This design comes from an exercise in tuning for small area on the open sky130 flow, not from production work.
Function was checked by simulation only, so behaviour that the tests miss may differ from the original.
Power and IR drop assume default switching activity.

==> v39: inputs <==
// synth
module synth #(
    parameter integer BITWIDTH    = 24,
    parameter integer FIXED_POINT = 8,
    parameter integer FREQ_WIDTH  = 16,
    parameter integer AMP_WIDTH   = 16,
    parameter integer NUM_UNITS   = 8
    )
    (
        input  wire                            aud_freq,  
        input  wire [NUM_UNITS-1:0]            trigger,
        output wire [NUM_UNITS-1:0]            ch_in_use,
        input  wire [FREQ_WIDTH*NUM_UNITS-1:0] vco_freq_in,
        input  wire [2*NUM_UNITS-1:0]          vco_wave_type,
        input  wire [FIXED_POINT*NUM_UNITS-1:0] vca_attack_in,
        input  wire [FIXED_POINT*NUM_UNITS-1:0] vca_decay_in,
        input  wire [FIXED_POINT*NUM_UNITS-1:0] vca_sustain_in,
        input  wire [FIXED_POINT*NUM_UNITS-1:0] vca_release_in,
        input  wire [AMP_WIDTH*NUM_UNITS-1:0]   amp_in_l,
        input  wire [AMP_WIDTH*NUM_UNITS-1:0]   amp_in_r,
        output wire i2s_mclk,
        output wire i2s_bclk,
        output wire i2s_lrck,
        output wire i2s_tx,
        input  wire ctl_clk,
        input  wire ctl_rst
    );
    reg       mcnt;
    reg       mclk_r;
    always @(posedge ctl_clk) begin
        if (!ctl_rst) begin
            mcnt   <= 1'b0;
            mclk_r <= 1'b0;
        end else if (!mcnt) begin
            mcnt   <= 1'b1;
        end else begin
            mcnt   <= 1'b0;
            mclk_r <= ~mclk_r;
        end
    end
    reg [3:0] bcnt;
    reg       bclk_r;
    wire      btog      = aud_freq ? (bcnt >= 4'd7) : (bcnt >= 4'd15);
    wire      bclk_rise = ctl_rst && btog && !bclk_r;
    wire      bclk_fall = ctl_rst && btog && bclk_r;
    always @(posedge ctl_clk) begin
        if (!ctl_rst) begin
            bcnt   <= 4'd0;
            bclk_r <= 1'b0;
        end else if (!btog) begin
            bcnt   <= bcnt + 4'd1;
        end else begin
            bcnt   <= 4'd0;
            bclk_r <= ~bclk_r;
        end
    end
    reg [9:0] acnt;
    reg       lrck_r;
  ...
==> flow/config.mk <==
export PLATFORM = sky130hd
export DESIGN_NAME = synth
export DESIGN_NICKNAME = synth
export VERILOG_FILES = /design/flow/design.v
export SDC_FILE = /design/flow/constraint.sdc
export NUM_CORES = 4
export LEC_CHECK = 0
export CAP_MARGIN = 20
export CORE_MARGIN = 2
export CORE_UTILIZATION = 40
export CTS_CLUSTER_DIAMETER = 100
export CTS_CLUSTER_SIZE = 24
export SLEW_MARGIN = 20
==> flow/constraint.sdc <==
create_clock -name core_clock -period 20.0 [get_ports {ctl_clk}]
set_input_delay 4.0000 -clock core_clock [delete_from_list [all_inputs] [get_ports {ctl_clk}]]
set_output_delay 4.0000 -clock core_clock [all_outputs]
set_load 0.01 [all_outputs]
standard.sh (not shown) runs the stock make flow with config.mk's settings and CLKGATE_MAP_FILE= SYNTH_SCRIPT=/design/flow/synth_recipe.tcl, a recipe that flattens the netlist after the stock synthesis.
==> flow/flow/run.sh <==
#!/bin/bash
# Layout: the standard flow (standard.sh) with two changes:
#  - synthesis: flow/my_synth.tcl wraps synth_recipe.tcl, changing only the
#    ABC mapping script; adders are left to ABC (no ADDER_MAP_FILE),
#  - port buffers: every input and output port still gets a buffer, made
#    from sky130_fd_sc_hd__buf_1.
set -euo pipefail
W=$(pwd)
export FLOW_WORK=$W
export BUFFER_PORTS_ARGS="-buffer_cell sky130_fd_sc_hd__buf_1"
sed -e "s#SYNTH_SCRIPT=[^ ]*synth_recipe.tcl#SYNTH_SCRIPT=$W/flow/my_synth.tcl ADDER_MAP_FILE=#" standard.sh > my_standard.sh
grep -q "my_synth.tcl" my_standard.sh
bash my_standard.sh > standard.log 2>&1
==> flow/flow/my_synth.tcl <==
# The standard flow's synthesis (synth_recipe.tcl, sourced below) with one change: ABC maps
# the combinational logic with yosys's default ABC script, without the flow's
# area/speed script, delay target or driver/load constraints. Registers and
# everything before and after ABC are as in the standard synthesis.
proc abc {args} {
  set out {}
  set skip 0
  foreach a $args {
    if {$skip} { set skip 0; continue }
    if {$a eq "-script" || $a eq "-D" || $a eq "-constr"} { set skip 1; continue }
    lappend out $a
  }
  yosys abc {*}$out
}
source $::env(FLOW_WORK)/synth_recipe.tcl
==> inputs of v25, as changes to v39 <==
--- a/flow/design.v
+++ b/flow/design.v
@@ -106,38 +106,36 @@
         end else if (u == 6'd48) begin
             u  <= 6'd0;
             vi <= vi + 3'd1;
             if (vi == 3'd7) act <= 1'b0;
         end else begin
             u <= u + 6'd1;
         end
     end
-    wire [7:0] voh = 8'd1 << vi;    
-    integer    av;
     wire p0  = act && (u == 6'd0);
-    wire p16 = act && (u == 6'd16);
+    wire p24 = act && (u == 6'd24);
     wire p40 = act && (u == 6'd40);
     wire p48 = act && (u == 6'd48);
     reg  [8*27-1:0] ring_p;    
     reg  [8*16-1:0] ring_f;    
     reg  [8*21-1:0] ring_e;    
     reg  [8*27-1:0] ring_y0;   
     reg  [8*27-1:0] ring_y1;   
     wire [26:0] hp  = ring_p [8*27-1 -: 27];
     wire [15:0] hf  = ring_f [8*16-1 -: 16];
     wire [20:0] he  = ring_e [8*21-1 -: 21];
     wire [26:0] hy0 = ring_y0[8*27-1 -: 27];
     wire [26:0] hy1 = ring_y1[8*27-1 -: 27];
     wire [26:0] p_new;
     wire [20:0] e_new;
     wire [26:0] y_new;
-    reg  [15:0] f_live;
-    wire [26:0] in_p  = p40 ? (ahold ? 27'd0 : p_new)  : hp;
-    wire [15:0] in_f  = p16 ? (ahold ? 16'd0 : f_live) : hf;
+    wire [15:0] f_live = vco_freq_in[16*vi +: 16];
+    wire [26:0] in_p  = p48 ? (ahold ? 27'd0 : p_new)  : hp;
+    wire [15:0] in_f  = p24 ? (ahold ? 16'd0 : f_live) : hf;
     wire [20:0] in_e  = p40 ? (ahold ? 21'd0 : e_new)  : he;
     wire [26:0] in_y0 = p0  ? (ahold ? 27'd0 : hy1)    : hy0;
     wire [26:0] in_y1 = p48 ? (ahold ? 27'd0 : y_new)  : hy1;
     always @(posedge ctl_clk) begin
         ring_p  <= {ring_p [7*27-1:0], in_p};
         ring_f  <= {ring_f [7*16-1:0], in_f};
         ring_e  <= {ring_e [7*21-1:0], in_e};
         ring_y0 <= {ring_y0[7*27-1:0], in_y0};
@@ -145,17 +143,17 @@
     end
     reg  [25:0] mq;
     reg  [25:0] acc;
     reg  [7:0]  lo;
     reg         sgn;
     reg  [25:0] w_mag;
     reg         w_neg;
     reg         w_addg;
-    reg  [1:0]  wt;
+    wire [1:0]  wt = vco_wave_type[2*vi +: 2];
     always @(*) begin
         w_addg = 1'b0;
         case (wt)
             2'd0: begin
                 w_mag = 26'h1FFFFFF;
                 w_neg = !hp[26];
             end
             2'd1: begin
@@ -169,119 +167,78 @@
             end
             default: begin
                 w_mag = 26'd0;
                 w_neg = 1'b0;
             end
         endcase
     end
     wire [7:0]  gain   = he[15:8];
-    wire        sel_acc = act && (u == 6'd17 || u == 6'd34);
-    wire        sel_p   = p40;
-    wire        ch_r   = (u >= 6'd18);
-    wire [3:0]  j      = ch_r ? (u[3:0] - 4'd2) : (u[3:0] - 4'd1);
-    reg  [15:0] amp_l_v, amp_r_v;
-    always @(*) begin
-        amp_l_v = 16'd0;
-        amp_r_v = 16'd0;
-        for (av = 0; av < 8; av = av + 1) begin
-            amp_l_v = amp_l_v | (amp_in_l[16*av +: 16] & {16{voh[av]}});
-            amp_r_v = amp_r_v | (amp_in_r[16*av +: 16] & {16{voh[av]}});
-        end
-    end
-    always @(*) begin
-        f_live = 16'd0;
-        wt     = 2'd0;
-        trg    = 1'b0;
-        e_at   = 8'd0;
-        e_de   = 8'd0;
-        e_su   = 8'd0;
-        e_re   = 8'd0;
-        for (av = 0; av < 8; av = av + 1) begin
-            f_live = f_live | (vco_freq_in   [16*av +: 16] & {16{voh[av]}});
-            wt     = wt     | (vco_wave_type [2*av +: 2]   & {2{voh[av]}});
-            trg    = trg    | (trigger[av] & voh[av]);
-            e_at   = e_at   | (vca_attack_in [8*av +: 8]   & {8{voh[av]}});
-            e_de   = e_de   | (vca_decay_in  [8*av +: 8]   & {8{voh[av]}});
-            e_su   = e_su   | (vca_sustain_in[8*av +: 8]   & {8{voh[av]}});
-            e_re   = e_re   | (vca_release_in[8*av +: 8]   & {8{voh[av]}});
-        end
-    end
-    wire [15:0] amp_v  = ch_r ? amp_r_v : amp_l_v;
-    wire        ampbit = amp_v[j];
-    wire        mbit   = ((u >= 6'd1 && u <= 6'd16) || (u >= 6'd18 && u <= 6'd33)) ? ampbit :
+    wire [3:0]  j      = u[3:0] - 4'd1;
+    wire        ch_r   = (u >= 6'd17);
+    wire        ampbit = ch_r ? amp_in_r[{vi, j}] : amp_in_l[{vi, j}];
+    wire        mbit   = (u >= 6'd1 && u <= 6'd32) ? ampbit :
                          (u >= 6'd41 && u <= 6'd48) ? lo[0] : 1'b0;
-    wire [25:0] ain    = (u == 6'd1 || u == 6'd18) ? 26'd0 : acc;
-    wire [31:0] base;
-    wire [30:0] t31;
-    wire [23:0] q;
-    wire        dneg_w;
-    wire [26:0] g      = {q, 3'b000};
-    wire [31:0] op_a   = sel_acc ? base :
-                         sel_p   ? {5'd0, hp} : {6'd0, ain};
-    wire [31:0] op_b   = sel_acc ? ({1'b0, t31} ^ {32{sgn}}) :
-                         sel_p   ? {4'd0, {1'b0, g} ^ {28{dneg_w}}} :
-                                   {6'd0, (mbit ? mq : 26'd0)};
-    wire        op_c   = sel_acc ? sgn : (sel_p ? dneg_w : 1'b0);
-    wire [31:0] sum    = op_a + op_b + {31'd0, op_c};
-    wire [26:0] msum   = sum[26:0];
+    wire [25:0] ain    = (u == 6'd1 || u == 6'd17) ? 26'd0 : acc;
+    wire [26:0] msum   = {1'b0, ain} + {1'b0, (mbit ? mq : 26'd0)};
     always @(posedge ctl_clk) begin
         if (p0) begin
             mq  <= hy0[25:0];
             sgn <= hy0[26];
         end else if (p40) begin
             mq  <= w_mag;
             sgn <= w_neg;
         end
         acc  <= p40 ? {18'd0, (w_addg ? gain : 8'd0)} : msum[26:1];
         lo   <= p40 ? gain : {msum[0], lo[7:1]};
     end
     assign y_new = {sgn, msum[26:1]};
     reg  [31:0] accl, accr;
     wire        clip  = |acc[25:23];
-    assign      t31   = clip ? 31'h7FFFFFFF : {acc[22:0], lo};
-    assign      base  = (vi == 3'd0) ? 32'd0 : ((u == 6'd34) ? accr : accl);
+    wire [30:0] t31   = clip ? 31'h7FFFFFFF : {acc[22:0], lo};
+    wire [31:0] base  = (vi == 3'd0) ? 32'd0 : ((u == 6'd33) ? accr : accl);
+    wire [31:0] addv  = base + ({1'b0, t31} ^ {32{sgn}}) + {31'd0, sgn};
     always @(posedge ctl_clk) begin
-        if (act && u == 6'd17) accl <= sum;
-        if (act && u == 6'd34) accr <= sum;
+        if (act && u == 6'd17) accl <= addv;
+        if (act && u == 6'd33) accr <= addv;
     end
     reg         af_lat;
     always @(posedge ctl_clk) begin
         if (aud_en) af_lat <= aud_freq;
     end
     reg  [8:0]  rem;
     reg  [23:0] dq;
     reg         dneg;
     wire [15:0] absf = hf[15] ? (~hf + 16'd1) : hf;
     wire [9:0]  dvs  = af_lat ? 10'd375 : 10'd187;
     wire [9:0]  r2   = {rem, dq[23]};
     wire        qb   = (r2 >= dvs);
     wire [9:0]  r2s  = r2 - dvs;
     always @(posedge ctl_clk) begin
-        if (p16) begin
+        if (p24) begin
             rem  <= {1'b0, absf[15:8]};
             dq   <= {absf[7:0], 16'd0};
             dneg <= hf[15];
         end else begin
             rem  <= qb ? r2s[8:0] : r2[8:0];
             dq   <= {dq[22:0], qb};
         end
     end
-    assign q      = {dq[22:0], qb};
-    assign dneg_w = dneg;
-    wire [27:0] psum  = sum[27:0];
+    wire [23:0] q     = {dq[22:0], qb};
+    wire [26:0] g     = {q, 3'b000};
+    wire [27:0] psum  = {1'b0, hp} + ({1'b0, g} ^ {28{dneg}}) + {27'd0, dneg};
     wire        pwrap = dneg ? psum[27] : (psum[27] | (&psum[26:0]));
     assign p_new = ((q == 24'd0) || pwrap) ? 27'd0 : psum[26:0];
     wire [2:0]  es   = he[20:18];
     wire [17:0] ec   = he[17:0];
-    reg         trg;
-    reg  [7:0]  e_at;
-    reg  [7:0]  e_de;
-    reg  [7:0]  e_su;
-    reg  [7:0]  e_re;
+    wire        trg  = trigger[vi];
+    wire [7:0]  e_at = vca_attack_in [8*vi +: 8];
+    wire [7:0]  e_de = vca_decay_in  [8*vi +: 8];
+    wire [7:0]  e_su = vca_sustain_in[8*vi +: 8];
+    wire [7:0]  e_re = vca_release_in[8*vi +: 8];
     wire        e_add = (es == 3'd1);
     wire [7:0]  e_x   = e_add ? e_at : ((es == 3'd2) ? e_de : e_re);
     wire [18:0] e_sum = {1'b0, ec} + {1'b0, {10'd0, e_x} ^ {18{~e_add}}} + {18'd0, e_add};
     reg  [2:0]  es_n;
     reg  [17:0] ec_n;
     always @(*) begin
         es_n = 3'd0;
         ec_n = 18'd0;
==> comparison table <==
| item | v39 | v25 |
|---|---|---|
| Gpl congestion | 0.949 | 1.08 |
| Most common cell on crit path | sky130_fd_sc_hd__a311oi_1 | sky130_fd_sc_hd__o21ai_0 |
| Max-slew headroom at the worst pin | 0.136 | 0.160 |
| Setup crit start | amp_in_l[125] | amp_in_l[76] |
| Cells after synthesis | 3333 | 3698 |
| Worst vdd ir | 77.7 uV | 71.3 uV |
| Data required, critical path | 20.52 ns | 20.55 ns |
| Endpoint of the most critical setup path | ring_p[10]$_DFF_P_ | ring_y1[24]$_DFF_P_ |
| Post-route clock period utilization | 0.616 | 0.513 |
| Met3 global-route usage | 0.0352 | 0.0439 |
| Portion of netlist area occupied by mux cells | 0.00898 | 0.0180 |
| Multi-input combinational area share | 0.292 | 0.321 |
| Post-Route Hold Slack | 0.316 ns | 0.315 ns |
| Inverters | 46 | 49 |
| Run status | no timing/DRC/antenna violations | no timing/DRC/antenna violations |
| Worst hold endpoint | ring_e[90]$_DFF_P_ | ring_y0[108]$_DFF_P_ |
| Internal power of the cells | 3.00 mW | 3.00 mW |
| Die Span Y | 312 um | 320 um |
| Count of placed standard cells including taps | 5343 | 5733 |
| Non-clock buffer total of the final layout | 746 | 748 |
| Number of distinct library cells after synthesis | 65 | 68 |
| Number of antenna repair diodes | 9 | 27 |

-- port drivers added, routing unchanged --
The results above use ideal ports. As a check the final layouts listed here were re-extracted and re-timed, cells and wires unchanged. Step 1 sets driving cells, clkbuf_16 on the clock port and buf_2 on the other inputs (assumed; they add their load-dependent delay and slew). Step 2 also shifts input and output timing later by t, the mid clock arrival at the registers, as if the neighbouring blocks saw the same clock. Slacks: ideal / step 1 / step 2; pairs: ideal / step 1.
run	t (ns)	setup slack, ns	worst slew at a driven data input, ns
v39	0.721	7.681 / 7.738 / 7.017	0.28
v25	0.709	9.744 / 9.789 / 9.081	0.23
After both steps setup and hold are still met in every run listed. The setup slack of v39, which loses most, moves by +0.057 ns with the drivers and by -0.664 ns with both steps.
